This design comes from an exercise in tuning for a short achievable clock period and few clock cycles on the open sky130 flow, not from production work. Where RTL was checked, it was by simulation tests only, not by an equivalence proof against the original. For runs 6 and 7, only the layout was checked, not whether the RTL still works. Power figures rest on the tool's default switching activity, not on a simulated workload.

[flow/design.v]
module regn(R, Rin, Clock, Q);
	parameter n = 9;
	input wire [n-1:0] R;
	input wire Rin, Clock;
	output reg [n-1:0] Q;
	always @(posedge Clock)
		if (Rin)
			Q <= R;
endmodule
module dec3to8(W, En, Y);
	input wire [2:0] W;
	input wire En; 
	output reg [7:0] Y;
	always @(W or En) 
	begin
		if (En == 1)
			case (W)
				3'b111: Y = 8'b10000000;
				3'b110: Y = 8'b01000000;
				3'b101: Y = 8'b00100000;
				3'b100: Y = 8'b00010000;
				3'b011: Y = 8'b00001000;
				3'b010: Y = 8'b00000100;
				3'b001: Y = 8'b00000010;
				3'b000: Y = 8'b00000001; 
			endcase 
		else
			Y = 8'b00000000;
	 end
endmodule
module num_on_bits(num_in, one_hot);
	input wire [7:0] num_in;
	output wire [8:0] one_hot;
	reg [3:0] num_of_ones;
	integer i;
	always @*
	begin
		num_of_ones = 4'b0;
		for (i = 0; i < 8; i = i + 1)
			num_of_ones = num_of_ones + num_in[i];
	end
	assign one_hot = 9'b1 << num_of_ones;
endmodule
module ALU(instruction, input_a, input_b, shift_oh, result);
	input wire [8:0] input_a, input_b;
	input wire [2:0] instruction;
	input wire [8:0] shift_oh;    
	output reg [8:0] result;
	localparam MV = 3'b000, ADD = 3'b010, SUB = 3'b011, SLL = 3'b111, SRL = 3'b110;
	wire [7:0] a = input_a[7:0];
	wire [7:0] b = input_b[7:0];
	wire sa = input_a[8];
	wire sb = input_b[8];
	wire [7:0] sum = a + b;
	wire [8:0] d_ab = {1'b0, a} - {1'b0, b};
	wire [7:0] amb = d_ab[7:0];
	wire [7:0] bma = b - a;
	wire lt = d_ab[8];
	wire [7:0] absd = lt ? bma : amb;
	reg [7:0] shl, shr;
	integer j, k;
	always @*
	begin
		shl = 8'b0;
		shr = 8'b0;
		for (j = 0; j < 8; j = j + 1)
			for (k = 0; k < 8; k = k + 1)
			begin
				if (k <= j)
					shl[j] = shl[j] | (a[j-k] & shift_oh[k]);
				if (j + k < 8)
					shr[j] = shr[j] | (a[j+k] & shift_oh[k]);
			end
	end
	always @*
	begin
		result = 9'b0;
		case (instruction)
			MV:  result = input_b;
			ADD: result = (sa == sb) ? {sa, sum} : {lt, absd};
			SUB: result = (sa == sb) ? {lt ^ sa, absd} : (sa ? {1'b1, bma} : {1'b0, sum});
			SLL: result = {sa, shl};
			SRL: result = {sa, shr};
		endcase
	end
endmodule
module mux_10_to_1(DIN, R0, R1, R2, R3, R4, R5, R6, R7, G, sel, bus_out);
	input wire [8:0] DIN, R0, R1, R2, R3, R4, R5, R6, R7, G;
	input wire [9:0] sel;
	output wire [8:0] bus_out;
	parameter DIN_code = 10'b000000001, G_code = 10'b0000000010, R0_code = 10'b0000000100,
			  R1_code = 10'b0000001000, R2_code = 10'b0000010000, R3_code = 10'b0000100000,
			  R4_code = 10'b0001000000, R5_code = 10'b0010000000, R6_code = 10'b0100000000,
			  R7_code = 10'b1000000000;
	assign bus_out = (sel == DIN_code) ? DIN:
					 (sel == R0_code) ? R0:
					 (sel == R1_code) ? R1:
					 (sel == R2_code) ? R2:
					 (sel == R3_code) ? R3:
					 (sel == R4_code) ? R4:
					 (sel == R5_code) ? R5:
					 (sel == R6_code) ? R6:
					 (sel == R7_code) ? R7:
					 (sel == G_code) ? G:
					 DIN;  
endmodule
module cpu_top (DIN, Resetn, Clock, Run, Done, BusWires, debug_reg0, debug_reg1,
debug_reg2, debug_reg3, debug_reg4, debug_reg5, debug_reg6, debug_reg7);
	input wire [8:0] DIN;
	input wire Resetn, Clock, Run;
	output wire Done;
	output wire [8:0] BusWires;
	output wire [8:0] debug_reg0, debug_reg1;
	output wire [8:0] debug_reg2, debug_reg3, debug_reg4, debug_reg5, debug_reg6, debug_reg7;
	localparam mvi = 3'b001;
	reg [8:0] R [0:7];
	reg       pend;      
	reg [2:0] pend_x;    
	wire [2:0] op = DIN[8:6];
	wire [2:0] X  = DIN[5:3];
	wire [2:0] Y  = DIN[2:0];
	wire [8:0] sh_oh [0:7];
	genvar gi;
	generate
		for (gi = 0; gi < 8; gi = gi + 1) begin : g_pop
			num_on_bits pc (.num_in(R[gi][7:0]), .one_hot(sh_oh[gi]));
		end
	endgenerate
	wire [8:0] a  = R[X];
	wire [8:0] b  = R[Y];
	wire [8:0] oh = sh_oh[Y];
	wire [8:0] alu_out;
	ALU alu (.instruction(op), .input_a(a), .input_b(b), .shift_oh(oh), .result(alu_out));
	wire run_exec = Run & ~pend & (op != mvi);
	wire run_mvi  = Run & ~pend & (op == mvi);
	assign Done     = run_exec | pend;
	assign BusWires = pend ? DIN : alu_out;
	wire [2:0] wx = pend ? pend_x : X;
	integer i;
	always @(posedge Clock, negedge Resetn)
	begin
		if (!Resetn)
		begin
			pend <= 1'b0;
			pend_x <= 3'b0;
			for (i = 0; i < 8; i = i + 1)
				R[i] <= 9'b0;
		end
		else
		begin
			pend <= run_mvi;
			if (run_mvi)
				pend_x <= X;
			if (Done)
				R[wx] <= BusWires;
		end
	end
	assign debug_reg0 = R[0];
	assign debug_reg1 = R[1];
	assign debug_reg2 = R[2];
	assign debug_reg3 = R[3];
	assign debug_reg4 = R[4];
	assign debug_reg5 = R[5];
	assign debug_reg6 = R[6];
	assign debug_reg7 = R[7];
endmodule
[flow/run.sh]
#!/bin/bash
# synth_recipe.tcl (not shown) runs the flow's synth.tcl, then flattens the netlist and writes it again
# the make line also repeats each setting of config.mk as NAME=value (left out here)
make -C /OpenROAD-flow-scripts/flow DESIGN_CONFIG=/design/flow/config.mk WORK_HOME=/design/flow/orfs CLKGATE_MAP_FILE= SYNTH_SCRIPT=/design/flow/synth_recipe.tcl finish
[flow/constraint.sdc]
create_clock -name core_clock -period 7.5 [get_ports {Clock}]
set_input_delay 1.5000 -clock core_clock [delete_from_list [all_inputs] [get_ports {Clock}]]
set_output_delay 1.5000 -clock core_clock [all_outputs]
set_load 0.01 [all_outputs]
[flow/config.mk]
export PLATFORM = sky130hd
export DESIGN_NAME = cpu_top
export DESIGN_NICKNAME = cpu_top
export VERILOG_FILES = /design/flow/design.v
export SDC_FILE = /design/flow/constraint.sdc
export NUM_CORES = 4
export LEC_CHECK = 0
export CAP_MARGIN = 20
export CORE_MARGIN = 2
export CORE_UTILIZATION = 40
export SLEW_MARGIN = 20
==> results of run 1 <==
## flip-flops by register name, summed over array words and instances, names as in the netlist
signal,count
R,72
pend,1
pend_x,3
## cell usage after synthesis (all sizes together), types with 16 or more instances
cell type	instances	area (um2)
o21ai	40	200
a21oi	40	204
nand2	59	226
clkbuf	23	86.3
nor2	80	310
ha	46	576
dfrtp	76	1900
mux2i	56	561
nor2b	20	125
fa	35	701
nand3	16	80.1
mux2	47	529
a31oi	31	224
buf	26	161
inv	118	443
## cell families (layout without fill, tap and decap cells)
family / after synthesis / after routing / share of synthesized area, %
muxes: 109 / 109 / 14.8
AOI/OAI and AO/OA: 245 / 245 / 22.5
and+or+nand+nor: 242 / 242 / 14.4
xor gates and xnor gates: 16 / 16 / 1.78
adders and majority gates: 81 / 81 / 15.4
DFF: 76 / 76 / 22.9
buffers and inverters: 168 / 380 / 8.36
## worst max-delay path by stage
stage | start | to | slack, ns | cells past startpoint
final | DIN[1] | BusWires[2] | 0.12 | 18
after global routing | DIN[5] | BusWires[6] | -0.03 | 20
after CTS | DIN[1] | BusWires[3] | 0.002 | 21
after detailed placement | DIN[2] | BusWires[5] | -0.27 | 18
after global placement | DIN[2] | BusWires[5] | -0.30 | 18
after floorplan | DIN[0] | BusWires[6] | 0.56 | 20
## layer usage
metal | vias up | track usage [%]
met3 | 89 | 3.68
met4 | 0 | 10.8
met5 | - | 0
met2 | 439 | 50.8
met1 | 4125 | 40.9
li1 | 3790 | -
## per-stage QoR
| stage | hold WS, ns | TNS (ns) | setup slack [ns] | cells |
|---|---|---|---|---|
| after floorplan | 0.445 | 0 | 0.557 | 937 |
| after global placement | 0.465 | -1.45 | -0.300 | 1397 |
| after detailed placement | 0.508 | -1.48 | -0.271 | 1397 |
| after CTS | 0.543 | 0 | 0.00171 | 1414 |
| after global routing | 0.554 | -0.0410 | -0.0342 | 1419 |
| final | 0.553 | 0 | 0.122 | 1419 |
## cells in the final DEF (no fill, tap or decap), types with 6 or more instances in the layout
cell,count
a211oi_1,6
a211oi_2,6
a21oi_1,38
a221o_1,6
a221oi_1,6
a22oi_1,9
a31oi_1,29
buf_4,146
clkbuf_16,9
clkdlybuf4s50_1,84
dfrtp_1,76
fa_1,35
ha_1,42
inv_1,118
mux2_2,47
mux2i_1,54
mux4_2,6
nand2_1,57
nand2b_1,9
nand3_1,16
nor2_1,76
nor2b_1,20
nor3_1,13
o211ai_1,10
o21ai_0,36
o221ai_1,8
o22ai_1,7
o32ai_1,6
or3_1,7
xnor2_1,14
## worst register-to-register path: stages, from the launching register on
cell and delay [ns]:
dfrtp_1 0.48, ha_1 0.34, inv_1 0.05, fa_1 0.50, fa_1 0.44, fa_1 0.42
inv_1 0.09, fa_1 0.41, mux2i_1 0.19, a211oi_1 0.15, o32ai_4 0.52, nor2_1 0.15
a22oi_1 0.37, o21ai_0 0.16, a21o_1 0.23, o31ai_4 0.34, buf_4 0.19, buf_4 0.13
buf_4 0.17, a31oi_1 0.09
## layout make-up
cell class,instances,area [um2]
multi-input cells,693,5920
repair buffers,245,2140
clock inverters,7,80.1
fillers,1931,9250
flip-flops and latches,76,1900
well taps,270,338
clock buffers,9,225
inverters,119,447
## power by group through the flow
stage          clock, mW  sequential (mW)  combinational (mW)
6_report           0.462            0.884                4.26
5_1_grt            0.482            0.898                4.61
4_1_cts            0.466            0.869                4.06
3_5_place_dp           0            0.871                3.99
3_3_place_gp           0            0.876                3.97
2_1_floorplan          0            0.810                2.37
## repair_timing
action	4_1_cts	5_1_grt
resized for setup	19	29
pin swaps	3	9
buffers inserted	1	4
setup endpoints to repair	7	9
==> run summary, run 1 <==
status no timing/DRC/antenna violations; Fmax achieved between 100 and 150 MHz; Yosys warnings 5; Yosys reg bits between 70 and 80; Clock Skew between 0.01 and 0.015 ns; wl on met1 14000 um; Primary FF master, synth dfrtp_1; WL met2 between 15000 and 20000 um; met3 WL ~2200 um; IO Count 94; Pwr Total between 5 and 6 mW; Chip Width approximately 150 um; CTS root buffer clkbuf_16; H-tree level count 3; area grow syn2layout 33.1%; Power Density 507 mW/mm2; ant diodes 0; critical path fanouts, max 17; Max-Cap Viols 0; layout cells sized above 1 about a quarter; Placeable Area 0.0203 mm2; CTS sink count 76; Antenna Violating Nets Remaining 0; post-cts hold buffer count 0; Post-Layout Inst Area around 0.011 mm2; min-delay src pend_x[2]$_DFFE_PN0P_; Logic pwr share around 76%; First-pass DRT Iterations 6; reg2reg end R[1][6]$_DFFE_PN0P_; Vias approximately 8400; Post-Syn Instances about 940; Seq pwr share 15.8%; initial antenna violation count 0; register area share after synthesis between 20% and 30%; Clock power frac 8.2%; hpwl dp about 26000 um; clock latency on the worst-skew pair roughly 0.35 ns; vias in the first global route 8396; CTS Buf Count 9; Row Count 52; Post-synth ARST share 100%; clock transition at the registers of the reported paths 0.07 ns; first-pass GRT wire length 50500 um; Worst path top cell family by delay buffers and inverters; capturing element type of the critical path primary output; wire per inst ~24 um; Hold Crit Depth 2; reg2reg path depth 19; gp weighted congestion 0.963; Final Util 54.4%; CP startpoint kind input port; Worst path slowest cell clkdlybuf4s50_1; CTS tree done; Critical Path Max Stage Delay 0.57 ns; min Tclk post-route ~7.4 ns; r2r setup slk about 1.9 ns; Placed Area ~0.010 mm2; vias per cell between 5 and 6; Die Height 148 um; Slew Limit Fails 0; clock tree buffer depth 2; Hold Fails Final Rpt 0; largest net degree at the start of global routing a little under 80; Initial DRC Count 769; worst hold endpoint pend_x[2]$_DFFE_PN0P_; IO buf count slightly above 90; CP required about 6 ns; Worst EP arrival a little under 6 ns; layout net count between 1000 and 1500; Cell Chain, Critical Path clkdlybuf4s50_1, buf_12, inv_1, buf_4, mux4_2, nand2_1, o221ai_1, inv_1, ha_1, nand2b_1, a211o_1, a21oi_4, o21ai_1, a211oi_2, a211oi_1, mux2_2, a21oi_4, clkdlybuf4s50_1; # setup viols final 0; origin of the critical flop-to-flop path R[2][0]$_DFFE_PN0P_; Post-synth EDFFs 0; Sw Ratio between 40% and 50%; GRT Util Overall a little under a third; Crit Path Class in -> out; NetSw 2.79 mW; post-synthesis cell type count 86; Remaining DRCs 0; Top Metal Used met4; Pleak around 5 nW; cell area after synthesis between 0.008 and 0.009 mm2; routed wire length between 30000 and 40000 um; Crit path buffers/inverters 6; initial core utilization between 40% and 50%; total grt overflow 0; Tightest Pin Transition between 0.8 and 0.9 ns; post-route clock period utilization 98.4%; Int Pwr around 2.8 mW; Avg Synthesized Cell Area between 8 and 9 um2; hold crit path type reg -> reg; die footprint approximately 0.022 mm2; Slew headroom a little over two fifths; VDD IR-drop max ~280 uV
Testbench counts, summed over its fixed seeds: cycles 20,055.
==> run 2: changes to the inputs <==
--- a/flow/config.mk
+++ b/flow/config.mk
@@ -10,2 +10,3 @@
 export CORE_UTILIZATION = 40
+export SETUP_SLACK_MARGIN = 2.5
 export SLEW_MARGIN = 20
==> run 2 against run 1 <==
Still clean on timing, DRC and antenna. Final cell count increased by 0.28%. Synthesized cell count unchanged. Worst setup slack better by 0.62 ns. Combinational power is about 20% higher. Utilization up 3.6 points. Sequential share of layout area decreased by 0.96 points. Design area up 6.7%. Die area stayed put. Via count rose by 2.2%. Maximum frequency increased by 9.2%. Clock-buffer cell count unchanged. Register-to-register slack gained 0.28 ns. Critical endpoint is now BusWires[1]. Largest power group unchanged. Highest routed layer unchanged.
==> run summary, run 2 <==
Placeable Area a little over 0.02 mm2; Yosys reg bits 76; Worst path top cell family by delay adder cells; post-synthesis cell type count 86; Pleak about 5 nW; Critical Path Max Stage Delay between 0.5 and 0.6 ns; vias per cell 6.06; Vias roughly 8600; mux contribution to synthesized area about 15%; Max-Cap Viols 0; Power Density about 540 mW/mm2; Yosys warnings 5; Initial DRC Count around 850; min-delay src pend_x[2]$_DFFE_PN0P_; fraction of the mapped netlist area in simple logic gates between 10% and 20%; Worst EP arrival about 5.3 ns; Post-synth ARST share 100%; cell area after synthesis 0.00830 mm2; clock latency on the worst-skew pair 0.36 ns; biggest regs R (72), pend_x (3), pend (1); CTS tree done; Avg Synthesized Cell Area between 8 and 9 um2; die footprint ~0.022 mm2; Crit path buffers/inverters 6; gp weighted congestion between 0.9 and 1; critical path fanouts, max 5; # setup viols final 0; crit path launch R[7][1]$_DFFE_PN0P_; layout cells sized above 1 about 36%; Post-Syn Instances 937; total grt overflow 0; largest area contributor in the netlist dfrtp_1; commonest cells in the netlist inv_1, nor2_1, dfrtp_1; Chip Width 148 um; Worst path slowest cell fa_2; initial antenna violation count 0; CP required around 6.0 ns; max reg flops a little over 70; status no timing/DRC/antenna violations; critical path depth 19; Fmax achieved between 100 and 150 MHz; most common cell after layout, fill and taps aside buf_4; largest net degree at the start of global routing a little under 80; post-route clock period utilization between 90% and 100%; Remaining DRCs 0; CTS root buffer clkbuf_16; Slew Limit Fails 0; origin of the critical flop-to-flop path R[7][1]$_DFFE_PN0P_; wire per inst between 20 and 25 um; register area share after synthesis 22.9%; Clock Skew 0.0164 ns; post-cts hold buffer count 0; Slew headroom a little over 40%; Row Count between 50 and 60; area grow syn2layout 42.0%; layout net count 1241; vias in the first global route 8361; Post-Synth Adder-Cell Area approximately 15%; Hold Crit Depth 2; initial core utilization 40.9%; Post-synth EDFFs 0; reg2reg path depth 22; largest family of logic cells by synthesized area compound AO/OA/AOI/OAI gates; H-tree level count 3; Largest Register R; Cell Chain, Critical Path ha_4, inv_1, fa_2, fa_1, fa_2, inv_1, fa_1, a21boi_1, a211oi_2, o32ai_2, buf_4, buf_8, nor2_4, a22oi_2, nor3b_1, buf_4, o41ai_4, nand2_2, buf_6; Primary FF master, synth dfrtp_1; reg2reg end R[0][5]$_DFFE_PN0P_; GRT Util Overall a little under a third; CTS Buf Count 9; commonest cells after routing, fill and taps aside buf_4, inv_1, clkdlybuf4s50_1; first-pass GRT wire length about 51000 um; First-pass DRT Iterations 5; Hold Fails Final Rpt 0; share of the synthesized area in the top cell type roughly 23%; hold crit path type reg -> reg; r2r setup slk between 2 and 2.5 ns; routed wire length between 30000 and 40000 um; clock transition at the registers of the reported paths 0.08 ns; Crit Path Class reg -> out; Compound-Gate Fraction of Synth Area between 20% and 30%; IO buf count slightly above 90; ant diodes 0; Tightest Pin Transition a little under 0.9 ns; Antenna Violating Nets Remaining 0; most frequent cell after synthesis inv_1; Placed Cells 1341; Final Util 58.1%; CTS sink count between 70 and 80; fin cells 1423; clock tree buffer depth 2; RSZ-0062 raised after global routing yes; capturing element type of the critical path primary output; XOR/XNOR Fraction of Synth Area 1.78%; min Tclk post-route between 6 and 7 ns; CP startpoint kind flop; IO Count 94; VDD IR-drop max ~270 uV; Die Height ~150 um; hpwl dp 26000 um; worst hold endpoint pend_x[2]$_DFFE_PN0P_; Area contributors post-synth dfrtp_1, fa_1, ha_1
## run 2: cell counts after synthesis
Identical to the previous run, type by type.
## run 2: worst max-delay path by stage
stage	endpoint	slack [ns]
finish	BusWires[1]	0.75
global route	BusWires[1]	0.72
CTS	BusWires[1]	0.82
detailed placement	BusWires[6]	-0.13
global placement	BusWires[6]	-0.12
floorplan	BusWires[6]	1.16
## run 2: layer usage
| metal | vias up | routed length (um) | track usage, % |
|---|---|---|---|
| met5 | - | 0 | 0 |
| met4 | 0 | 1780 | 14.0 |
| met3 | 108 | 2510 | 4.60 |
| met2 | 479 | 16300 | 51.7 |
| met1 | 4250 | 14100 | 40.5 |
| li1 | 3788 | - | - |
## run 2: cell type report
cell class	instances	area [um2]
fill	1789	8510
sequential	76	1920
clock buffer	9	225
inverter	119	457
multi-input combinational	693	6500
timing repair buffer	249	2290
clock inverter	7	57.6
tap	270	338
## run 2: logic make-up after synthesis
group                    count (synthesis)
AND/OR/NAND/NOR                        242
multiplexers                           109
AO/OA/AOI/OAI                          245
buffers and inverters                  168
adder cells (fa/ha/maj)                 81
flip-flops                              76
XOR/XNOR                                16
## run 2: repair_timing
action / in CTS / in global routing
setup buffers: 34 / 27
gates cloned: 4 / 0
pin swaps: 52 / 30
resized for setup: 184 / 76
endpoints found under the setup margin: 82 / 74
## run 2: power breakdown
part           internal [mW]  switching, mW  total [mW]
combinational           2.51           2.59        5.10
clock                  0.230          0.203       0.433
sequential             0.574          0.306       0.880
## run 2: stage by stage
| stage | setup WS (ns) | power (mW) | hold slack [ns] | setup TNS (ns) | instance area (um2) |
|---|---|---|---|---|---|
| 3_5_place_dp | -0.134 | 4.83 | 0.471 | -0.288 | 10200 |
| 4_1_cts | 0.817 | 5.98 | 0.497 | 0 | 11200 |
| 3_3_place_gp | -0.117 | 4.83 | 0.467 | -0.215 | 10200 |
| 2_1_floorplan | 1.16 | 3.29 | 0.445 | 0 | 8580 |
| 5_1_grt | 0.715 | 6.79 | 0.511 | 0 | 11800 |
| 6_report | 0.747 | 6.42 | 0.495 | 0 | 11800 |
## run 2: worst register-to-register path, delay by kind of cell (launching register included)
| kind | cells | cell delay, ns |
|---|---|---|
| fa+ha+maj | 5 | 2.18 |
| buf+inv | 8 | 0.91 |
| compound gates | 5 | 0.89 |
| simple gates | 3 | 0.49 |
| flops | 1 | 0.46 |
| mux | 1 | 0.25 |
==> run 3: changes to the inputs <==
--- a/flow/design.v
+++ b/flow/design.v
@@ -33,11 +33,26 @@
 	output wire [8:0] one_hot;
-	reg [3:0] num_of_ones;
-	integer i;
+	wire [4:0] lo, hi;
+	nib_count cl (.v(num_in[3:0]), .c(lo));
+	nib_count ch (.v(num_in[7:4]), .c(hi));
+	assign one_hot[0] = lo[0] & hi[0];
+	assign one_hot[1] = (lo[1] & hi[0]) | (lo[0] & hi[1]);
+	assign one_hot[2] = (lo[2] & hi[0]) | (lo[1] & hi[1]) | (lo[0] & hi[2]);
+	assign one_hot[3] = (lo[3] & hi[0]) | (lo[2] & hi[1]) | (lo[1] & hi[2]) | (lo[0] & hi[3]);
+	assign one_hot[4] = (lo[4] & hi[0]) | (lo[3] & hi[1]) | (lo[2] & hi[2]) | (lo[1] & hi[3]) | (lo[0] & hi[4]);
+	assign one_hot[5] = (lo[4] & hi[1]) | (lo[3] & hi[2]) | (lo[2] & hi[3]) | (lo[1] & hi[4]);
+	assign one_hot[6] = (lo[4] & hi[2]) | (lo[3] & hi[3]) | (lo[2] & hi[4]);
+	assign one_hot[7] = (lo[4] & hi[3]) | (lo[3] & hi[4]);
+	assign one_hot[8] = lo[4] & hi[4];
+endmodule
+module nib_count(v, c);
+	input wire [3:0] v;
+	output reg [4:0] c;
 	always @*
-	begin
-		num_of_ones = 4'b0;
-		for (i = 0; i < 8; i = i + 1)
-			num_of_ones = num_of_ones + num_in[i];
-	end
-	assign one_hot = 9'b1 << num_of_ones;
+		case (v)
+			4'b0000: c = 5'b00001;
+			4'b0001, 4'b0010, 4'b0100, 4'b1000: c = 5'b00010;
+			4'b0011, 4'b0101, 4'b0110, 4'b1001, 4'b1010, 4'b1100: c = 5'b00100;
+			4'b1111: c = 5'b10000;
+			default: c = 5'b01000;
+		endcase
 endmodule
@@ -47,3 +62,3 @@
 	input wire [8:0] shift_oh;    
-	output reg [8:0] result;
+	output wire [8:0] result;
 	localparam MV = 3'b000, ADD = 3'b010, SUB = 3'b011, SLL = 3'b111, SRL = 3'b110;
@@ -53,8 +68,8 @@
 	wire sb = input_b[8];
-	wire [7:0] sum = a + b;
-	wire [8:0] d_ab = {1'b0, a} - {1'b0, b};
-	wire [7:0] amb = d_ab[7:0];
-	wire [7:0] bma = b - a;
-	wire lt = d_ab[8];
-	wire [7:0] absd = lt ? bma : amb;
+	wire [7:0] sum, amb, bma;
+	wire c_sum, c_amb, c_bma;
+	ks_add8 u_sum (.x(a), .y(b),  .ci(1'b0), .s(sum), .co(c_sum));
+	ks_add8 u_amb (.x(a), .y(~b), .ci(1'b1), .s(amb), .co(c_amb));
+	ks_add8 u_bma (.x(b), .y(~a), .ci(1'b1), .s(bma), .co(c_bma));
+	wire lt = ~c_amb;    
 	reg [7:0] shl, shr;
@@ -74,13 +89,61 @@
 	end
-	always @*
-	begin
-		result = 9'b0;
-		case (instruction)
-			MV:  result = input_b;
-			ADD: result = (sa == sb) ? {sa, sum} : {lt, absd};
-			SUB: result = (sa == sb) ? {lt ^ sa, absd} : (sa ? {1'b1, bma} : {1'b0, sum});
-			SLL: result = {sa, shl};
-			SRL: result = {sa, shr};
-		endcase
-	end
+	wire is_add = (instruction == ADD);
+	wire is_sub = (instruction == SUB);
+	wire is_sll = (instruction == SLL);
+	wire is_srl = (instruction == SRL);
+	wire is_mv  = (instruction == MV);
+	wire eq_s   = (sa == sb);
+	wire use_sum  = (is_add & eq_s) | (is_sub & ~sa & sb);
+	wire use_absd = (is_add & ~eq_s) | (is_sub & eq_s);
+	wire use_bma  = is_sub & sa & ~sb;
+	wire sel_sum = use_sum;
+	wire sel_bma = use_bma | (use_absd & lt);
+	wire sel_amb = use_absd & ~lt;
+	assign result[7:0] = ({8{sel_sum}} & sum) | ({8{sel_bma}} & bma) | ({8{sel_amb}} & amb)
+	                   | ({8{is_sll}} & shl) | ({8{is_srl}} & shr) | ({8{is_mv}} & b);
+	wire sgn_static = (is_mv & sb) | ((is_add | is_sub | is_sll | is_srl) & sa);
+	assign result[8] = use_absd ? (lt ^ (is_sub & sa)) : sgn_static;
+endmodule
+module ks_add8(x, y, ci, s, co);
+	input wire [7:0] x, y;
+	input wire ci;
+	output wire [7:0] s;
+	output wire co;
+	wire [7:0] p = x ^ y;
+	wire [7:0] g0 = x & y;
+	wire [7:0] g = {g0[7:1], g0[0] | (p[0] & ci)};
+	wire [7:0] pp = {p[7:1], 1'b0};
+	wire [7:0] g1, p1, g2, p2, g3, p3;
+	genvar i;
+	generate
+		for (i = 0; i < 8; i = i + 1) begin : l1
+			if (i >= 1) begin
+				assign g1[i] = g[i] | (pp[i] & g[i-1]);
+				assign p1[i] = pp[i] & pp[i-1];
+			end else begin
+				assign g1[i] = g[i];
+				assign p1[i] = pp[i];
+			end
+		end
+		for (i = 0; i < 8; i = i + 1) begin : l2
+			if (i >= 2) begin
+				assign g2[i] = g1[i] | (p1[i] & g1[i-2]);
+				assign p2[i] = p1[i] & p1[i-2];
+			end else begin
+				assign g2[i] = g1[i];
+				assign p2[i] = p1[i];
+			end
+		end
+		for (i = 0; i < 8; i = i + 1) begin : l3
+			if (i >= 4) begin
+				assign g3[i] = g2[i] | (p2[i] & g2[i-4]);
+				assign p3[i] = p2[i] & p2[i-4];
+			end else begin
+				assign g3[i] = g2[i];
+				assign p3[i] = p2[i];
+			end
+		end
+	endgenerate
+	assign s = p ^ {g3[6:0], ci};
+	assign co = g3[7];
 endmodule
==> run 3 against run 2 <==
Still clean. Sequential share of layout area decreased by 1.9 points. Sequential power rose by 49%. Maximum frequency up 6.7%. Total power decreased by 4.8%. Final cell count grew 20%. Non-clock buffer count fell by 30. Worst setup slack gained 0.43 ns. Clock-buffer cell count rose by 2. Synthesized cell count rose by 32%. Utilization is 4.1 points lower. Global-route usage rose by 3.7 points. First-iteration DRC count increased by 60%. Largest power group unchanged. Highest routed layer unchanged.
==> run summary, run 3 <==
status no timing/DRC/antenna violations; Slew headroom approximately 38%; Placeable Area between 0.02 and 0.025 mm2; share of the synthesized area in the top cell type 19.0%; Area contributors post-synth dfrtp_1, mux2i_1, ha_1; Initial DRC Count 1358; CTS root buffer clkbuf_16; FILL cells between 2000 and 2500; Yosys reg bits 76; first-pass GRT wire length 68600 um; hpwl dp about 35000 um; hold crit path type reg -> reg; wire per inst roughly 27 um; Post-synth EDFFs 0; layout cells sized above 1 approximately a quarter; Remaining DRCs 0; cell area after synthesis around 0.010 mm2; H-tree level count 3; NetSw 3.28 mW; Clock Skew around 0.0079 ns; Vias 11317; CTS Buf Count 9; Seq pwr share 21.5%; max reg flops slightly above 70; Chip Width 162 um; First-pass DRT Iterations 7; Largest Register R; RSZ-0062 raised after global routing yes; Power Density approximately 460 mW/mm2; vias per cell 6.62; Max-Cap Viols 0; layout net count 1468; IO Count between 90 and 100; Hold Fails Final Rpt 0; gp weighted congestion roughly 1.0; biggest regs R (72), pend_x (3), pend (1); min Tclk post-route ~6.3 ns; Row Count 57; Critical Path Max Stage Delay between 0.5 and 0.6 ns; Pleak ~5.5 nW; vias in the first global route 10635; final setup TNS 0 ns; CTS sink count between 70 and 80; clock transition at the registers of the reported paths about 0.060 ns; Post-synth ARST share between 90% and 100%; post-route clock period utilization roughly 84%; most common cell after layout, fill and taps aside mux2i_1; Int Pwr ~2.8 mW; initial core utilization 40.9%; clock tree buffer depth 2; Worst path slowest cell mux4_2; Avg Synthesized Cell Area 8.11 um2; Yosys warnings 5; ant diodes 0; VDD IR-drop max roughly 280 uV; Slew Limit Fails 0; GRT Util Overall approximately a third; initial antenna violation count 0; hold slack around 0.53 ns; CP startpoint kind input port; commonest cells in the netlist mux2i_1, nand2_1, nor2_1; Clock power frac 7.4%; slack of the critical path between 1 and 1.5 ns; post-synthesis cell type count a little under 90; Tightest Pin Transition 0.933 ns; largest net degree at the start of global routing 77; register area share after synthesis a little under a fifth; pre-CTS WS -0.00477 ns; Primary FF master, synth dfrtp_1; Worst EP arrival 4.83 ns; capturing element type of the critical path primary output; critical path fanouts, max 6; Fmax achieved 158 MHz; Logic pwr share between 70% and 80%; area grow syn2layout 31.9%; clock latency on the worst-skew pair 0.35 ns; most frequent cell after synthesis mux2i_1; Crit Path Class in -> out; largest area contributor in the netlist dfrtp_1; post-cts hold buffer count 0; CP required approximately 6 ns; Antenna Violating Nets Remaining 0; Cell Chain, Critical Path buf_16, buf_4, mux4_2, and2_0, o22a_1, ha_2, inv_1, o21a_1, o21ai_0, a21oi_1, o41ai_1, nor2_1, o22ai_2, o2bb2ai_2, nand2_2, buf_6; commonest cells after routing, fill and taps aside mux2i_1, buf_4, nand2_1; CTS tree done; Post-Syn Instances between 1000 and 1500; routed wire length about 47000 um; # setup viols final 0; total grt overflow 0; IO buf count 93; die footprint 0.0263 mm2; Sw Ratio approximately 54%; Die Height between 150 and 200 um
[run 3: final timing paths]
kind                                             from                     to  slack [ns]  cells past startpoint
worst min-delay path            pend_x[2]$_DFFE_PN0P_  pend_x[2]$_DFFE_PN0P_        0.53                      2
worst max register to register    R[3][0]$_DFFE_PN0P_    R[7][3]$_DFFE_PN0P_        2.98                     13
worst max-delay path                           DIN[0]            BusWires[7]        1.17                     16
worst min register to register  pend_x[2]$_DFFE_PN0P_  pend_x[2]$_DFFE_PN0P_        0.53                      2
min in group asynchronous                      Resetn    R[0][3]$_DFFE_PN0P_        1.05                      1
max in group asynchronous                      Resetn    R[7][7]$_DFFE_PN0P_        5.85                      2
[run 3: per-stage QoR]
step / power, mW / utilization (%) / instances / instance area (um2)
floorplan: 3.61 / - / 1234 / 10400
global route: 6.41 / 54.0 / 1709 / 13200
CTS: 5.96 / 53.6 / 1704 / 13100
global placement: 5.20 / 48.3 / 1633 / 11800
detailed placement: 5.21 / 48.3 / 1633 / 11800
finish: 6.11 / 54.0 / 1709 / 13200
[run 3: worst max-delay path: cells and delay by family]
family / cells / cell delay, ns
AOI/OAI and AO/OA: 7 / 1.51
and+or+nand+nor: 3 / 0.40
buffers and inverters: 4 / 0.45
adders and majority gates: 1 / 0.45
muxes: 1 / 0.51
[run 3: cell type report]
class                           count  area [um2]  share of cell area (%)
Clock buffer                       11         243                    1.84
Clock inverter                      5        60.1                   0.455
Inverter                           73         285                    2.16
Multi-Input combinational cell   1001        8140                    61.7
Sequential cell                    76        1900                    14.4
Tap cell                          324         405                    3.07
Timing Repair Buffer              219        2170                    16.4
[run 3: cell families after synthesis]
group                    after synthesis  share of synthesized area [%]
adder cells (fa/ha/maj)               76                           9.72
flip-flops                            76                           19.0
multiplexers                         145                           15.5
AND/OR/NAND/NOR                      358                           17.8
AO/OA/AOI/OAI                        412                           30.6
XOR/XNOR                              10                          0.875
buffers and inverters                157                           6.51
[run 3: timing repair]
item,CTS,global route
pin swaps,58,21
endpoints found under the setup margin,73,10
setup buffers,48,4
gates cloned,7,0
resized for setup,175,9
[run 3: routing by layer]
| metal | vias up | global-route usage [%] | part of all wire, % |
|---|---|---|---|
| li1 | 5014 | - | - |
| met1 | 5549 | 47.5 | 42 |
| met2 | 643 | 56.2 | 45 |
| met3 | 111 | 4.42 | 8.6 |
| met4 | 0 | 14.2 | 4.4 |
| met5 | - | 0 | 0 |
[run 3: power groups by stage]
| stage | clock network, mW | logic [mW] | registers, mW |
|---|---|---|---|
| after CTS | 0.456 | 4.22 | 1.28 |
| after global placement | 0 | 3.92 | 1.28 |
| after floorplan | 0 | 2.75 | 0.863 |
| after detailed placement | 0 | 3.93 | 1.28 |
| after global routing | 0.468 | 4.62 | 1.32 |
| final | 0.452 | 4.35 | 1.31 |
Testbench counts of run 3, summed over its fixed seeds: cycles 20,055.
==> run 4: changes to the inputs <==
--- a/flow/config.mk
+++ b/flow/config.mk
@@ -9,4 +9,5 @@
 export CORE_MARGIN = 2
-export CORE_UTILIZATION = 40
-export SETUP_SLACK_MARGIN = 2.5
+export CORE_UTILIZATION = 70
+export PLACE_DENSITY = 0.85
+export SETUP_SLACK_MARGIN = 3.5
 export SLEW_MARGIN = 20
==> run 4 against run 3 <==
The run now fails in 5_1_grt. Synthesized cell count did not move. Area after synthesis did not move.
==> run summary, run 4 <==
share of the synthesized area in the top cell type 19.0%; largest area contributor in the netlist dfrtp_1; vias in the first global route between 15000 and 20000; most frequent cell after synthesis mux2i_1; GRT Util Overall a little over four fifths; cell area after synthesis around 0.01 mm2; Stopped at 5_1_grt; commonest cells in the netlist mux2i_1, nand2_1, nor2_1; Post-Syn Instances between 1000 and 1500; Avg Synthesized Cell Area between 8 and 9 um2; H-tree level count 3; Yosys warnings 5; Post-synth EDFFs 0; Chip Width ~120 um; initial core utilization roughly 72%; First Err [ERROR GRT-0116] Global routing finished with congestion. Check the congestion regions in the DRC Viewer.; Row Count 43; Area contributors post-synth dfrtp_1, mux2i_1, ha_1; post-synthesis cell type count 87; CTS root buffer clkbuf_16; Post-synth ARST share 100%; Primary FF master, synth dfrtp_1; status aborted with a tool error; largest net degree at the start of global routing 77; CTS Buf Count 9; gp weighted congestion 1.15; hpwl dp 30100 um; clock tree buffer depth 2; Die Height roughly 120 um; register area share after synthesis a little under a fifth; first-pass GRT wire length 96700 um; total grt overflow 161; IO buf count 93; CTS sink count 76; IO Count 94; Yosys reg bits 76
[run 4: cell counts after synthesis]
No cell type changed its count.
[run 4: logic make-up after synthesis]
group	share of synthesized area (%)
muxes	15.5
DFF	19.0
AOI/OAI and AO/OA	30.6
xor gates and xnor gates	0.875
and+or+nand+nor	17.8
buffers and inverters	6.51
adders and majority gates	9.72
[run 4: how the worst max path moves through the flow]
stage	startpoint	endpoint	slack, ns	cells after the start
CTS	DIN[0]	BusWires[5]	1.24	19
detailed placement	DIN[3]	BusWires[5]	0.15	17
global placement	DIN[3]	BusWires[5]	0.20	17
floorplan	DIN[0]	BusWires[4]	1.50	17
[run 4: layer usage]
layer  overflow  track usage (%)
met5          0             42.0
met2         84             97.6
met4         72             88.8
met1          2             83.1
met3          3             72.0
[run 4: per-stage QoR]
step	worst slack, ns	hold slack [ns]	instances	power, mW	cell area [um2]
after floorplan	1.50	0.450	1234	3.63	10500
after CTS	1.24	0.520	1574	5.92	13300
after global placement	0.197	0.466	1478	4.95	11600
after detailed placement	0.146	0.510	1478	5.05	11600
[run 4: power by group through the flow]
stage	clock network, mW	logic [mW]	registers, mW
2_1_floorplan	0	2.77	0.864
3_3_place_gp	0	3.74	1.22
3_5_place_dp	0	3.83	1.22
4_1_cts	0.399	4.30	1.22
[run 4: what timing repair did]
item                                    CTS
hold buffers                              0
gates cloned                              6
gates resized for setup                 234
endpoints found under the setup margin   82
setup buffers                            74
pin swaps                                68
==> run 5: changes to the inputs <==
--- a/flow/config.mk
+++ b/flow/config.mk
@@ -9,4 +9,4 @@
 export CORE_MARGIN = 2
-export CORE_UTILIZATION = 70
-export PLACE_DENSITY = 0.85
+export CORE_UTILIZATION = 50
+export PLACE_DENSITY = 0.7
 export SETUP_SLACK_MARGIN = 3.5
==> run 5 against run 4 <==
Now clean on timing, DRC and antenna. Synthesized cell count unchanged. Area after synthesis unchanged.
==> run summary, run 5 <==
Slew headroom about a third; vias in the first global route 10935; Worst EP arrival between 6 and 7 ns; largest area contributor in the netlist dfrtp_1; CTS tree done; area of the multi-input gates approximately 0.0086 mm2; Power Density approximately 480 mW/mm2; CP required 7.76 ns; Logic pwr share ~73%; min Tclk post-route about 6.3 ns; area grow syn2layout 39.9%; Crit path buffers/inverters 22; Slew Limit Fails 0; worst hold endpoint pend_x[2]$_DFFE_PN0P_; mux contribution to synthesized area 15.5%; Max-Cap Viols 0; CP startpoint kind input port; RSZ-0062 raised after global routing yes; Post-Layout Inst Area around 0.014 mm2; Tightest Pin Transition roughly 1.0 ns; final setup TNS 0 ns; reg2reg end R[6][6]$_DFFE_PN0P_; NetSw around 3.5 mW; clock tree buffer depth 2; FILL cells 1486; layout net count around 1500; clock latency on the worst-skew pair between 0.3 and 0.4 ns; hpwl dp around 34000 um; Remaining DRCs 0; # setup viols final 0; total grt overflow 0; Worst path top cell family by delay buffers and inverters; Post-Syn Instances 1234; commonest cells in the netlist mux2i_1, nand2_1, nor2_1; Clock power frac 6.9%; Compound-Gate Fraction of Synth Area between 30 and 40%; IO buf count a little over 90; GRT Util Overall 41.4%; Area contributors post-synth dfrtp_1, mux2i_1, ha_1; Pleak between 5 and 6 nW; max reg flops 72; post-synthesis cell type count 87; Critical Path Max Stage Delay approximately 0.3 ns; Largest Register R; biggest regs R (72), pend_x (3), pend (1); Yosys warnings 5; Placeable Area 0.0195 mm2; Int Pwr roughly 3.2 mW; Pwr Total 6.71 mW; cell area after synthesis ~0.01 mm2; origin of the critical flop-to-flop path R[5][4]$_DFFE_PN0P_; VDD IR-drop max roughly 330 uV; commonest cells after routing, fill and taps aside buf_4, mux2i_1, nand2_1; CTS sink count 76; CP dominant cell by count buf_6; Hold Crit Depth 2; H-tree level count 3; first-pass GRT wire length slightly below 70000 um; Sw Ratio a little over half; wire per inst roughly 28 um; IO Count 94; clock transition at the registers of the reported paths 0.06 ns; Chip Width between 100 and 150 um; Yosys reg bits 76; Vias 11908; initial core utilization roughly half; FF+latch area 0.00190 mm2; Row Count slightly above 50; Antenna Violating Nets Remaining 0; Primary FF master, synth dfrtp_1; Post-synth ARST share 100%; capturing element type of the critical path flop; routed wire length between 40000 and 50000 um; die footprint around 0.021 mm2; reg2reg path depth 35; Post-Synth Adder-Cell Area approximately a tenth; critical path fanouts, max 8; status no timing/DRC/antenna violations; Crit Path Class in -> reg; largest family of logic cells by synthesized area compound AO/OA/AOI/OAI gates; CTS Buf Count 9; most frequent cell after synthesis mux2i_1; XOR/XNOR Fraction of Synth Area less than 1%; Die Height between 100 and 150 um; min-delay src pend_x[2]$_DFFE_PN0P_; share of the synthesized area in the top cell type between 10% and 20%; Placed Cells 1571; fraction of the mapped netlist area in simple logic gates between 15 and 20%; most common cell after layout, fill and taps aside buf_4; Fmax achieved approximately 160 MHz; Placed Area roughly 0.012 mm2; post-route clock period utilization a little over four fifths; post-cts hold buffer count 0; gp weighted congestion around 1.1; Clock Skew between 0.007 and 0.008 ns; register area share after synthesis 19.0%; initial antenna violation count 2; largest net degree at the start of global routing 77; First-pass DRT Iterations 7; layout cells sized above 1 29.4%; Avg Synthesized Cell Area a little over 8 um2; CTS root buffer clkbuf_16; vias per cell 7.06; Worst path slowest cell a221oi_2; Initial DRC Count around 1500; Seq pwr share about a fifth; Hold Fails Final Rpt 0; Post-synth EDFFs 0; hold slack between 0.5 and 0.6 ns; fin cells between 1500 and 2000; hold crit path type reg -> reg; r2r setup slk between 1.5 and 2 ns
==> run 5: cell counts after synthesis <==
No cell type changed its count.
==> run 5: power by group through the flow <==
stage          clock network (mW)  registers (mW)  logic [mW]
2_1_floorplan                   0           0.864        2.77
3_3_place_gp                    0            1.25        3.90
3_5_place_dp                    0            1.26        3.93
4_1_cts                     0.456            1.26        4.31
5_1_grt                     0.474            1.32        5.16
6_report                    0.461            1.33        4.92
==> run 5: how the worst max path moves through the flow <==
stage                start                  end  slack (ns)  cells after the start
global placement    DIN[4]          BusWires[1]        0.22                     18
global route        DIN[0]  R[5][6]$_DFFE_PN0P_        1.14                     34
CTS                 DIN[0]          BusWires[5]        1.33                     17
floorplan           DIN[0]          BusWires[4]        1.50                     17
finish              DIN[5]  R[6][6]$_DFFE_PN0P_        1.22                     36
detailed placement  DIN[3]          BusWires[8]        0.21                     14
==> run 5: kinds of logic (layout without fill, tap and decap cells) <==
family / after synthesis / in the layout
compound gates: 412 / 412
xor+xnor: 10 / 10
fa+ha+maj: 76 / 76
buf+inv: 157 / 342
flops: 76 / 76
mux: 145 / 145
other cells: 0 / 2
simple gates: 358 / 358
==> run 5: metal layers <==
| metal | track usage [%] | vias to the layer above | part of all wire (%) | routed length, um |
|---|---|---|---|---|
| met5 | 0 | - | 0 | 0 |
| met4 | 23.8 | 0 | 7.4 | 3510 |
| met3 | 11.7 | 248 | 13 | 6260 |
| met2 | 62.3 | 940 | 42 | 20000 |
| met1 | 53.3 | 5643 | 37 | 17700 |
| li1 | - | 5077 | - | - |
==> run 5: cell type report <==
class / count / share of cell area [%]
multi-input cells: 1001 / 61.5
clock inverters: 4 / 0.393
inverters: 73 / 2.10
repair buffers: 253 / 18.2
clock buffers: 12 / 1.83
well taps: 265 / 2.37
flip-flops and latches: 76 / 13.6
diodes: 2 / 0.0357
==> run 5: stage by stage <==
step | setup WS, ns | util [%]
2_1_floorplan | 1.50 | -
3_3_place_gp | 0.217 | 60.2
3_5_place_dp | 0.210 | 60.3
4_1_cts | 1.33 | 68.0
5_1_grt | 1.14 | 71.7
6_report | 1.22 | 71.7
==> run 5: worst min-delay path, cell delays in order, from the launching register on <==
cell     delay, ns
dfrtp_1       0.35
nand2_1       0.05
o21ai_0       0.08
==> run 5: repair_timing <==
| action | in CTS | in global routing |
|---|---|---|
| cloned | 7 | 2 |
| setup endpoints to repair | 82 | 82 |
| setup buffers | 59 | 29 |
| gates resized for setup | 209 | 87 |
| pin swaps | 60 | 20 |
==> run 6: changes to the inputs <==
--- a/flow/design.v
+++ b/flow/design.v
@@ -68,8 +68,16 @@
 	wire sb = input_b[8];
-	wire [7:0] sum, amb, bma;
-	wire c_sum, c_amb, c_bma;
-	ks_add8 u_sum (.x(a), .y(b),  .ci(1'b0), .s(sum), .co(c_sum));
-	ks_add8 u_amb (.x(a), .y(~b), .ci(1'b1), .s(amb), .co(c_amb));
-	ks_add8 u_bma (.x(b), .y(~a), .ci(1'b1), .s(bma), .co(c_bma));
-	wire lt = ~c_amb;    
+	wire [7:0] cs;                        
+	wire [7:0] gs_all, ps_all;
+	ks_prefix8 u_s (.g(a & b), .p(a ^ b), .G(gs_all), .P(ps_all));
+	assign cs = {gs_all[6:0], 1'b0};
+	wire [7:0] sum = (a ^ b) ^ cs;
+	wire [7:0] pd = ~(a ^ b);
+	wire [7:0] gd = a & ~b;
+	wire [7:0] Gd, Pd;
+	ks_prefix8 u_d (.g(gd), .p(pd), .G(Gd), .P(Pd));
+	wire [7:0] c0 = {Gd[6:0], 1'b0};               
+	wire [7:0] c1 = {Gd[6:0] | Pd[6:0], 1'b1};     
+	wire [7:0] amb = pd ^ c1;                      
+	wire [7:0] bma = ~(pd ^ c0);                   
+	wire lt = ~(Gd[7] | Pd[7]);                    
 	reg [7:0] shl, shr;
@@ -98,20 +106,15 @@
 	wire use_bma  = is_sub & sa & ~sb;
-	wire sel_sum = use_sum;
-	wire sel_bma = use_bma | (use_absd & lt);
-	wire sel_amb = use_absd & ~lt;
-	assign result[7:0] = ({8{sel_sum}} & sum) | ({8{sel_bma}} & bma) | ({8{sel_amb}} & amb)
-	                   | ({8{is_sll}} & shl) | ({8{is_srl}} & shr) | ({8{is_mv}} & b);
+	wire [7:0] base = ({8{use_sum}} & sum) | ({8{use_bma}} & bma)
+	                | ({8{is_sll}} & shl) | ({8{is_srl}} & shr) | ({8{is_mv}} & b);
+	wire [7:0] m_lt = base | ({8{use_absd}} & bma);
+	wire [7:0] m_ge = base | ({8{use_absd}} & amb);
 	wire sgn_static = (is_mv & sb) | ((is_add | is_sub | is_sll | is_srl) & sa);
-	assign result[8] = use_absd ? (lt ^ (is_sub & sa)) : sgn_static;
-endmodule
-module ks_add8(x, y, ci, s, co);
-	input wire [7:0] x, y;
-	input wire ci;
-	output wire [7:0] s;
-	output wire co;
-	wire [7:0] p = x ^ y;
-	wire [7:0] g0 = x & y;
-	wire [7:0] g = {g0[7:1], g0[0] | (p[0] & ci)};
-	wire [7:0] pp = {p[7:1], 1'b0};
-	wire [7:0] g1, p1, g2, p2, g3, p3;
+	wire s_lt = use_absd ? ~(is_sub & sa) : sgn_static;
+	wire s_ge = use_absd ?  (is_sub & sa) : sgn_static;
+	assign result = lt ? {s_lt, m_lt} : {s_ge, m_ge};
+endmodule
+module ks_prefix8(g, p, G, P);
+	input wire [7:0] g, p;
+	output wire [7:0] G, P;
+	wire [7:0] g1, p1, g2, p2;
 	genvar i;
@@ -120,7 +123,7 @@
 			if (i >= 1) begin
-				assign g1[i] = g[i] | (pp[i] & g[i-1]);
-				assign p1[i] = pp[i] & pp[i-1];
+				assign g1[i] = g[i] | (p[i] & g[i-1]);
+				assign p1[i] = p[i] & p[i-1];
 			end else begin
 				assign g1[i] = g[i];
-				assign p1[i] = pp[i];
+				assign p1[i] = p[i];
 			end
@@ -138,7 +141,7 @@
 			if (i >= 4) begin
-				assign g3[i] = g2[i] | (p2[i] & g2[i-4]);
-				assign p3[i] = p2[i] & p2[i-4];
+				assign G[i] = g2[i] | (p2[i] & g2[i-4]);
+				assign P[i] = p2[i] & p2[i-4];
 			end else begin
-				assign g3[i] = g2[i];
-				assign p3[i] = p2[i];
+				assign G[i] = g2[i];
+				assign P[i] = p2[i];
 			end
@@ -146,4 +149,2 @@
 	endgenerate
-	assign s = p ^ {g3[6:0], ci};
-	assign co = g3[7];
 endmodule
@@ -179,2 +180,3 @@
 	reg [8:0] R [0:7];
+	reg [8:0] SH [0:7];  
 	reg       pend;      
@@ -184,12 +186,19 @@
 	wire [2:0] Y  = DIN[2:0];
-	wire [8:0] sh_oh [0:7];
-	genvar gi;
-	generate
-		for (gi = 0; gi < 8; gi = gi + 1) begin : g_pop
-			num_on_bits pc (.num_in(R[gi][7:0]), .one_hot(sh_oh[gi]));
-		end
-	endgenerate
-	wire [8:0] a  = R[X];
-	wire [8:0] b  = R[Y];
-	wire [8:0] oh = sh_oh[Y];
+	wire [7:0] xd, yd;
+	dec3to8 decX (X, 1'b1, xd);
+	dec3to8 decY (Y, 1'b1, yd);
+	reg [8:0] a, b, oh;
+	integer n;
+	always @*
+	begin
+		a = 9'b0;
+		b = 9'b0;
+		oh = 9'b0;
+		for (n = 0; n < 8; n = n + 1)
+		begin
+			a = a | ({9{xd[n]}} & R[n]);
+			b = b | ({9{yd[n]}} & R[n]);
+			oh = oh | ({9{yd[n]}} & SH[n]);
+		end
+	end
 	wire [8:0] alu_out;
@@ -200,2 +209,4 @@
 	assign BusWires = pend ? DIN : alu_out;
+	wire [8:0] bus_oh;
+	num_on_bits pc (.num_in(BusWires[7:0]), .one_hot(bus_oh));
 	wire [2:0] wx = pend ? pend_x : X;
@@ -209,3 +220,6 @@
 			for (i = 0; i < 8; i = i + 1)
+			begin
 				R[i] <= 9'b0;
+				SH[i] <= 9'b1;
+			end
 		end
@@ -217,3 +231,6 @@
 			if (Done)
+			begin
 				R[wx] <= BusWires;
+				SH[wx] <= bus_oh;
+			end
 		end
==> run 6 against run 5 <==
Clock-buffer cell count up 5. Sequential share of layout area increased by 14 points. Final cell count is 14% lower. Maximum frequency is 1.7% lower. Critical path depth is 16 lower. Critical endpoint is now BusWires[8]. Highest routed layer unchanged.
==> run summary, run 6 <==
Crit Path Class in -> out; Remaining DRCs 0; First-pass DRT Iterations 6; CP startpoint kind input port; Sw Ratio ~44%; hpwl dp ~23000 um; CTS sink count 140; Pleak ~5.5 nW; IO Count 94; Tightest Pin Transition 1.10 ns; IO buf count between 90 and 100; Yosys warnings 6; post-synthesis cell type count just under 80; CTS root buffer clkbuf_16; wire per inst roughly 25 um; Antenna Violating Nets Remaining 0; Post-synth EDFFs 0; Yosys reg bits 140; Initial DRC Count about 1000; commonest cells in the netlist nand2_1, dfrtp_1, nor2_1; Clock power frac 14.5%; max reg flops 72; CTS tree done; critical path fanouts, max 5; Row Count 49; Slew headroom a little over a quarter; NetSw 2.75 mW; commonest cells after routing, fill and taps aside nand2_1, dfrtp_1, nor2_1; Max-Cap Viols 0; origin of the critical flop-to-flop path R[4][0]$_DFFE_PN0P_; status no timing/DRC/antenna violations; hold crit path type reg -> reg; total grt overflow 0; capturing element type of the critical path primary output; most frequent cell after synthesis nand2_1; Post-Syn Instances 1023; layout cells sized above 1 about a third; Power Density 481 mW/mm2; Vias 9405; vias in the first global route approximately 9100; first-pass GRT wire length about 54000 um; Int Pwr ~3.5 mW; Slew Limit Fails 0; ant diodes 0; Post-synth ARST share 100%; clock tree buffer depth 2; Post-Layout Inst Area 0.0129 mm2; clock latency on the worst-skew pair approximately 0.43 ns; biggest regs R (72), SH (64), pend_x (3); share of the synthesized area in the top cell type around 36%; H-tree level count 4; GRT Util Overall 36.2%; min Tclk post-route 6.39 ns; Primary FF master, synth dfrtp_1; r2r setup slk 1.96 ns; worst hold endpoint SH[0][0]$_DFFE_PN1P_; Seq pwr share between 20% and 30%; largest area contributor in the netlist dfrtp_1; reg2reg path depth 29; FF+latch area ~0.0035 mm2; Placed Area around 0.011 mm2; Die Height ~140 um; gp weighted congestion between 0.9 and 1; die footprint roughly 0.02 mm2; layout net count 1241; RSZ-0062 raised after global routing yes; routed wire length 35600 um; Area contributors post-synth dfrtp_1, mux4_2, nand2_1; most common cell after layout, fill and taps aside nand2_1; post-cts hold buffer count 0; clock transition at the registers of the reported paths roughly 0.07 ns; VDD IR-drop max about 290 uV; post-route clock period utilization 85.2%; final setup TNS 0 ns; Avg Synthesized Cell Area approximately 9 um2; Largest Register R; # setup viols final 0; Chip Width about 140 um; area of the multi-input gates ~0.006 mm2; largest net degree at the start of global routing 80; FILL cells between 1000 and 1500; Clock Skew roughly 0.013 ns; Fmax achieved roughly 160 MHz; CP required approximately 6 ns; Hold Crit Depth 2; initial core utilization roughly half; vias per cell between 6 and 7; Logic pwr share 63.8%; reg2reg end SH[1][3]$_DFFE_PN0P_; CTS Buf Count 17; Worst EP arrival approximately 4.9 ns; register area share after synthesis 38.0%; area grow syn2layout 39.4%; Placeable Area between 0.015 and 0.02 mm2; initial antenna violation count 0; Hold Fails Final Rpt 0; min-delay src SH[0][0]$_DFFE_PN1P_; cell area after synthesis ~0.0092 mm2
run 6: cell types whose count changed after synthesis, moves of 18 or more:
cell	change
a22oi_1	-18
nand3_1	-23
a21oi_1	-26
mux4_2	+29
nand2_1	+87
o22ai_1	-32
o21ai_0	+32
dfrtp_1	+56
inv_1	-34
mux2i_1	-82
ha_1	-53
run 6: how the worst max path moves through the flow:
stage | depth (start not counted) | startpoint | end | slack [ns]
floorplan | 21 | DIN[2] | BusWires[8] | 1.15
global placement | 18 | DIN[0] | BusWires[3] | 0.29
detailed placement | 18 | DIN[0] | BusWires[3] | 0.21
CTS | 19 | DIN[2] | BusWires[5] | 1.24
global route | 30 | DIN[2] | SH[5][3]$_DFFE_PN0P_ | 0.99
finish | 20 | DIN[0] | BusWires[8] | 1.11
run 6: area by class of cell:
type / instances / area share (%)
Sequential cell: 140 / 27.2
Timing Repair Buffer: 228 / 18.4
Multi-Input combinational cell: 781 / 46.2
Clock inverter: 15 / 1.48
Inverter: 39 / 1.21
Clock buffer: 17 / 3.30
Tap cell: 229 / 2.22
run 6: cell families after synthesis:
group	share of synthesized area, %
adder cells (fa/ha/maj)	3.14
AND/OR/NAND/NOR	18.7
XOR/XNOR	1.04
AO/OA/AOI/OAI	20.1
multiplexers	14.4
buffers and inverters	4.55
flip-flops	38.0
run 6: routing by layer:
layer	GRT usage [%]	routed length [um]	vias to the layer above
met5	0	0	-
met4	19.5	2080	0
met3	9.13	3490	131
met2	55.9	16500	577
met1	47.0	13600	4608
li1	-	-	4089
run 6: power groups by stage:
| stage | Combinational (mW) | Clock (mW) | Sequential, mW |
|---|---|---|---|
| global placement | 2.92 | 0 | 1.33 |
| floorplan | 1.87 | 0 | 1.32 |
| detailed placement | 2.94 | 0 | 1.34 |
| finish | 3.96 | 0.897 | 1.35 |
| CTS | 3.56 | 0.901 | 1.33 |
| global route | 4.17 | 0.934 | 1.38 |
run 6: metrics by stage:
stage / setup slack (ns) / hold WS [ns] / power, mW / util, % / instances
after floorplan: 1.15 / 0.437 / 3.19 / - / 1023
after global placement: 0.290 / 0.445 / 4.26 / 59.4 / 1331
after detailed placement: 0.209 / 0.447 / 4.28 / 59.4 / 1331
after CTS: 1.24 / 0.463 / 5.80 / 69.8 / 1430
after global routing: 0.990 / 0.474 / 6.48 / 71.5 / 1449
final: 1.11 / 0.468 / 6.21 / 71.5 / 1449
run 6: timing repair:
action,in CTS,in global routing
pin swaps,56,17
resized for setup,252,33
cloned,7,0
setup endpoints to repair,146,146
buffers inserted,60,19
run 6: worst max-delay path, cell delays in order:
cell and delay (ns):
buf_12 0.11, buf_12 0.13, buf_4 0.17, inv_1 0.11, buf_4 0.18, o22ai_1 0.26
o2bb2ai_2 0.23, inv_1 0.08, ha_1 0.28, nor4_2 0.39, a21oi_4 0.12, a21o_4 0.24
buf_6 0.12, buf_4 0.12, a2111oi_1 0.41, a21oi_1 0.08, nor2_1 0.13, a21oi_2 0.06
inv_2 0.08, buf_6 0.09
==> run 7: changes to the inputs <==
--- a/flow/config.mk
+++ b/flow/config.mk
@@ -13 +13,3 @@
 export SLEW_MARGIN = 20
+export SYNTH_HIERARCHICAL = 1
+export SYNTH_MINIMUM_KEEP_SIZE = 0
==> run 7 against run 6 <==
Clock power decreased by 2.8%. Critical path depth decreased by 3. Largest cell class unchanged. Highest routed layer unchanged. Die area decreased by 1.9%. Area after synthesis decreased by 1.9%. Sequential share of layout area increased by 1.2 points. Worst setup slack improved by 0.22 ns. Sequential power decreased by 16%.
==> run summary, run 7 <==
Chip Width between 100 and 150 um; capturing element type of the critical path primary output; Placed Area about 0.011 mm2; IO buf count between 90 and 100; Cell Chain, Critical Path buf_8, and4bb_2, a22oi_1, nand4_1, inv_2, ha_4, and4_4, and3_4, and3_4, or2_4, buf_4, mux2i_2, xnor2_1, nand2_1, nand2_1, mux2_4, buf_6; Vias just over 8000; CTS root buffer clkbuf_16; Hold Fails Final Rpt 0; cell area after synthesis slightly above 0.009 mm2; post-route clock period utilization 82.3%; reg2reg path depth 23; Final Util about 69%; Post-Syn Instances ~770; min-delay src SH[6][1]$_DFFE_PN0P_; Clock Skew 0.0167 ns; Row Count 49; r2r setup slk around 2.5 ns; clock transition at the registers of the reported paths about 0.07 ns; hpwl dp 21000 um; Initial DRC Count between 1000 and 1500; RSZ-0062 raised after global routing yes; Max-Cap Viols 0; wire per inst 28.1 um; Critical Path Max Stage Delay 0.50 ns; gp weighted congestion between 0.9 and 1; vias per cell between 6 and 7; most common cell after layout, fill and taps aside dfrtp_1; GRT Util Overall 34.7%; # setup viols final 0; H-tree level count 4; Placeable Area between 0.015 and 0.02 mm2; vias in the first global route around 8300; Die Height 139 um; Tightest Pin Transition about 1.0 ns; CTS sink count between 100 and 150; CP required around 6.0 ns; Largest Register R; Post-Layout Inst Area 0.0124 mm2; status no timing/DRC/antenna violations; reg2reg end SH[1][6]$_DFFE_PN0P_; crit path launch DIN[0]; final setup TNS 0 ns; Power Density between 300 and 400 mW/mm2; commonest cells after routing, fill and taps aside dfrtp_1, a22oi_1, buf_4; CTS Buf Count 17; Remaining DRCs 0; CTS tree done; area grow syn2layout 36.3%; routed wire length between 30000 and 40000 um; Crit Path Class in -> out; initial core utilization about half; Slew headroom 31.9%; critical path fanouts, max 9; CP startpoint kind input port; clock latency on the worst-skew pair approximately 0.44 ns; hold slack between 0.5 and 0.6 ns; total grt overflow 0; First-pass DRT Iterations 10; max reg flops 72; Worst EP arrival 4.67 ns; biggest regs R (72), SH (64), pend_x (3); die footprint 0.0192 mm2; Worst path slowest cell and4bb_2; Antenna Violating Nets Remaining 0; IO Count between 90 and 100; layout net count slightly above 1000; layout cells sized above 1 a little under half; clock tree buffer depth 2; ant diodes 0; initial antenna violation count 0; Fmax achieved 162 MHz; VDD IR-drop max around 250 uV; hold crit path type reg -> reg; Slew Limit Fails 0; Pwr Total between 3 and 4 mW; Pleak 5.59 nW; origin of the critical flop-to-flop path R[1][3]$_DFFE_PN0P_; Avg Synthesized Cell Area around 12 um2; Yosys warnings 12; Hold Crit Depth 1; worst hold endpoint SH[6][1]$_DFFE_PN0P_; first-pass GRT wire length slightly above 50000 um; largest net degree at the start of global routing 75; min Tclk post-route just over 6 ns
-- run 7: how the worst max path moves through the flow --
| stage | endpoint | slack (ns) |
|---|---|---|
| 2_1_floorplan | BusWires[3] | 1.70 |
| 3_3_place_gp | SH[5][2]$_DFFE_PN0P_ | 0.29 |
| 3_5_place_dp | BusWires[1] | 0.31 |
| 4_1_cts | BusWires[1] | 1.39 |
| 5_1_grt | SH[5][6]$_DFFE_PN0P_ | 1.22 |
| 6_report | BusWires[6] | 1.33 |
-- run 7: routing by layer --
| metal | up-vias | routed length [um] | global-route usage, % |
|---|---|---|---|
| met4 | 0 | 1470 | 15.0 |
| met2 | 537 | 15800 | 54.5 |
| met3 | 117 | 3070 | 7.56 |
| met1 | 4156 | 13900 | 46.7 |
| li1 | 3407 | - | - |
| met5 | - | 0 | 0 |
-- run 7: power by group --
| part | switching [mW] | leakage, nW | internal, mW | total, mW |
|---|---|---|---|---|
| clock | 0.396 | 0.284 | 0.475 | 0.872 |
| sequential | 0.197 | 1.89 | 0.933 | 1.13 |
| combinational | 0.864 | 3.42 | 1.03 | 1.89 |
| total | 1.46 | 5.59 | 2.44 | 3.90 |
-- run 7: through the flow --
| stage | setup slack [ns] | instances |
|---|---|---|
| global placement | 0.292 | 1107 |
| CTS | 1.39 | 1191 |
| detailed placement | 0.310 | 1107 |
| global route | 1.22 | 1217 |
| floorplan | 1.70 | 789 |
| finish | 1.33 | 1217 |
-- run 7: what timing repair did --
action,4_1_cts,5_1_grt
hold endpoints to repair,0,0
pin swaps,59,39
endpoints found under the setup margin,146,146
hold buffers,0,0
cloned,4,1
setup buffers,48,25
resized for setup,188,54
-- run 7: worst max-delay path: cells and delay by family --
kind | cells | cell delay [ns]
buf+inv | 4 | 0.45
xor+xnor | 1 | 0.10
simple gates | 8 | 1.62
compound gates | 1 | 0.19
fa+ha+maj | 1 | 0.28
mux | 2 | 0.54
-- run 7: final cells by class --
class                      instances  area [um2]
multi-input combinational        567        5790
fill                            1287        5540
sequential                       140        3510
timing repair buffer             218        2050
clock buffer                      17         425
tap                              229         287
clock inverter                    15         174
inverter                          31         119

[what the ideal ports hide]
Ports are ideal in the flow. The routed layouts listed here were re-timed in OpenROAD. Step 1, drivers: a clkbuf_16 drives Clock and a buf_2 each remaining input, both assumed. Step 2 adds t to the input delays and takes it off the output delays; t is the mean of the earliest and latest rising clock arrival at the registers after step 1. Input paths then give back, and output paths get back, about the clock's delay inside the block. a / b / c = ideal ports / drivers / drivers and shift; a / b = the first two.
run | t (ns) | setup WS [ns] | hold WS [ns] | clock arrival spread, ns | pins driven straight from the clock port
run 1 | 0.384 | 0.122 / 0.100 / 0.100 | 0.553 / 0.553 / 0.553 | 0.014 / 0.013 | 1
run 2 | 0.396 | 0.747 / 0.702 / 0.831 | 0.495 / 0.495 / 0.495 | 0.016 / 0.017 | 1
run 3 | 0.382 | 1.173 / 1.044 / 1.044 | 0.526 / 0.526 / 0.526 | 0.008 / 0.008 | 1
run 5 | 0.378 | 1.218 / 1.098 / 0.770 | 0.514 / 0.514 / 0.514 | 0.008 / 0.008 | 1
run 6 | 0.474 | 1.107 / 0.998 / 0.550 | 0.468 / 0.468 / 0.468 | 0.013 / 0.013 | 1
run 7 | 0.484 | 1.327 / 1.285 / 0.906 | 0.511 / 0.511 / 0.511 | 0.017 / 0.017 | 1
After both steps setup and hold are still met in every run listed. The setup slack of run 6, which loses most, moves by -0.109 ns with the drivers and by -0.557 ns with both steps.
